This is an optimization exercise on Yosys and OpenROAD, whose aim is small area, a short achievable clock period and few clock cycles, not a production implementation. Function was checked by simulation only, so behaviour that the tests miss may differ from the original.

// MM
module MM(clk,i,j,reset,read,write,index,read_data,write_data,finish);
Size in the first run: roughly 1800 cells after synthesis, ~270 flip-flops, roughly 110 I/O pins, about 18000 um2 of cells after synthesis.
clock: 9.0 ns
lec_check: 0
cap_margin: 20
core_margin: 2
core_utilization: 40
setup_slack_margin: 5
slew_margin: 20
standard.sh (not shown) runs the stock make flow with config.mk's settings and CLKGATE_MAP_FILE= SYNTH_SCRIPT=/design/flow/synth_recipe.tcl, a recipe that flattens the netlist after the stock synthesis.
==> flow/flow/run.sh <==
#!/bin/bash
# Standard ORFS layout, with repair_timing aiming further below the clock period.
set -euo pipefail
bash standard.sh SETUP_SLACK_MARGIN=5.6 finish > standard_flow.log 2>&1
Testbench counts at the start, summed over its fixed seeds: cycles 19,549.
Rerun with:
==> flow/flow/run.sh (replaced) <==
#!/bin/bash
# Standard ORFS layout, with repair_timing aiming further below the clock period.
set -euo pipefail
bash standard.sh SETUP_SLACK_MARGIN=6.0 finish > standard_flow.log 2>&1
After rerunning: First-iteration DRC count went up by a quarter to a third. Synthesized cell count is unchanged. Clock skew went up by 0.021 ns. Cell area went up by roughly a tenth. Maximum frequency went up slightly. Core utilization went up by 4.7 points. Global-route usage went up by 1.7 points. Worst hold slack hardly moves.
Rerun with:
==> flow/run.sh (new file) <==
#!/bin/bash
# synth_recipe.tcl (not shown) runs the flow's synth.tcl, then flattens the netlist and writes it again
# the make line also repeats each setting of config.mk as NAME=value (left out here)
make -C /OpenROAD-flow-scripts/flow DESIGN_CONFIG=/design/flow/config.mk WORK_HOME=/design/flow/orfs CLKGATE_MAP_FILE= SYNTH_SCRIPT=/design/flow/synth_recipe.tcl finish
Settings changed: ABC_CLOCK_PERIOD_IN_PS set to 3000.
removed: flow/flow/run.sh
removed: flow/standard.sh
Die area stays the same; sequential cell count does not change; area after synthesis is unchanged; clock-buffer cell count is lower by 11; synthesized cell count stays the same; cell count is lower by 4.9%.
Rerun with:
Settings changed: ABC_CLOCK_PERIOD_IN_PS 3000 to unset, SETUP_SLACK_MARGIN 5 to unset.
Result:
- The changed run went through all stages and came out clean
- worst setup slack loses 0.53 ns
- area after synthesis does not change
- via count shrinks by 0.60%
- critical path depth grows by 1
Rerun with:
Settings changed: ABC_CLOCK_PERIOD_IN_PS set to 2000, SETUP_SLACK_MARGIN set to 5.
Result: The changed run finished with timing, DRC and antenna clean. Design area goes up by about 0.7%. Worst setup slack gains 0.53 ns. Register-to-register slack is better by 0.53 ns.

Another version of the RTL of MM (not shown whole).
Size in the first run: about 320 flip-flops, roughly 110 I/O pins, about 19000 sq um of cells after synthesis.
Design MM, start of the top module:
module MM(clk,i,j,reset,read,write,index,read_data,write_data,finish);
export LEC_CHECK = 0
export CAP_MARGIN = 20
export CORE_MARGIN = 2
export CORE_UTILIZATION = 55
export CTS_BUF_LIST = sky130_fd_sc_hd__clkbuf_16
export CTS_CLUSTER_DIAMETER = 60
export CTS_CLUSTER_SIZE = 40
export SETUP_SLACK_MARGIN = 5
export SLEW_MARGIN = 20
create_clock -name core_clock -period 9.0 [get_ports {clk}]
==> flow/flow/run.sh <==
#!/bin/bash
# Standard ORFS layout, with repair_timing aiming further below the clock period
# and small buffers on the ports.
set -euo pipefail
bash standard.sh SETUP_SLACK_MARGIN=6.0 "BUFFER_PORTS_ARGS=-buffer_cell sky130_fd_sc_hd__buf_2" finish > standard_flow.log 2>&1
The starting point finished with timing, DRC and antenna clean.
Testbench counts at the start, summed over its fixed seeds: cycles 19,884.
Rerun with:
Settings changed: CORE_UTILIZATION 55 to 40.
What happened: Register-to-register slack gets better by 0.05 ns; worst setup slack barely changes; wire length went down slightly; area after synthesis is unchanged; core utilization went down by 17 points; final area went up slightly; first-iteration DRC count went up by about a fifth.
Rerun with:
Settings changed: CTS_CLUSTER_DIAMETER 60 to 50, CTS_CLUSTER_SIZE 40 to 50.
=> Worst hold slack hardly moves. Wire length is higher by 0.57%. Final area is higher by 0.85%. Setup slack gets worse by 0.015 ns. Synthesized cell count does not change. Final cell count is higher by 0.46%. Via count is higher by 0.41%.
Rerun with:
==> flow/flow/run.sh (replaced) <==
#!/bin/bash
# Standard ORFS layout, with repair_timing aiming further below the clock period
# and small buffers on the ports.
set -euo pipefail
bash standard.sh SETUP_SLACK_MARGIN=6.2 "BUFFER_PORTS_ARGS=-buffer_cell sky130_fd_sc_hd__buf_2" finish > standard_flow.log 2>&1
Settings changed: CTS_CLUSTER_DIAMETER 50 to 60, CTS_CLUSTER_SIZE 50 to 40.
What happened:
- worst hold slack got worse by 0.0067 ns
- maximum frequency climbs by about 1.8%
- critical path depth stays the same
- core utilization came out higher by 3.5 points
- clock skew is higher by 0.016 ns
- routed wire length went up by about 5.6%
- first-iteration DRC count drops by 2.6%

## port drivers added, routing unchanged
The results above use ideal ports. As a check the final layouts listed here were re-extracted and re-timed, cells and wires unchanged. Step 1 (the two cells are an assumption about what drives the block):
set clk [get_ports {clk}]
set_driving_cell -lib_cell sky130_fd_sc_hd__clkbuf_16 $clk
set_driving_cell -lib_cell sky130_fd_sc_hd__buf_2 [delete_from_list [all_inputs] $clk]
Step 2 adds t to the input delays and takes it off the output delays; t is the mean of the earliest and latest rising clock arrival at the registers after step 1. Input paths then give back, and output paths get back, about the clock's delay inside the block. Slacks: ideal ports / drivers / drivers and shift; pairs: ideal ports / drivers.
| run | t (ns) | slack for setup (ns) | worst data-port slew with drivers (ns) |
|---|---|---|---|
| the first run of note 1 | 0.651 | 5.343 / 5.343 / 5.122 | 0.04 |
| the second run of note 1 | 0.605 | 5.389 / 5.389 / 5.389 | 0.06 |
| the third run of note 1 | 0.635 | 5.120 / 5.120 / 4.629 | 0.04 |
| the fourth run of note 1 | 0.635 | 4.588 / 4.588 / 4.588 | 0.05 |
| the fifth run of note 1 | 0.635 | 5.120 / 5.120 / 4.629 | 0.04 |
| the first run of note 2 | 0.623 | 6.046 / 5.993 / 5.889 | 0.03 |
| the second run of note 2 | 0.645 | 6.045 / 5.988 / 6.047 | 0.03 |
| the third run of note 2 | 0.605 | 6.030 / 5.979 / 6.081 | 0.03 |
| the fourth run of note 2 | 0.643 | 6.082 / 6.029 / 5.991 | 0.03 |
After both steps setup and hold are still met in every run listed.
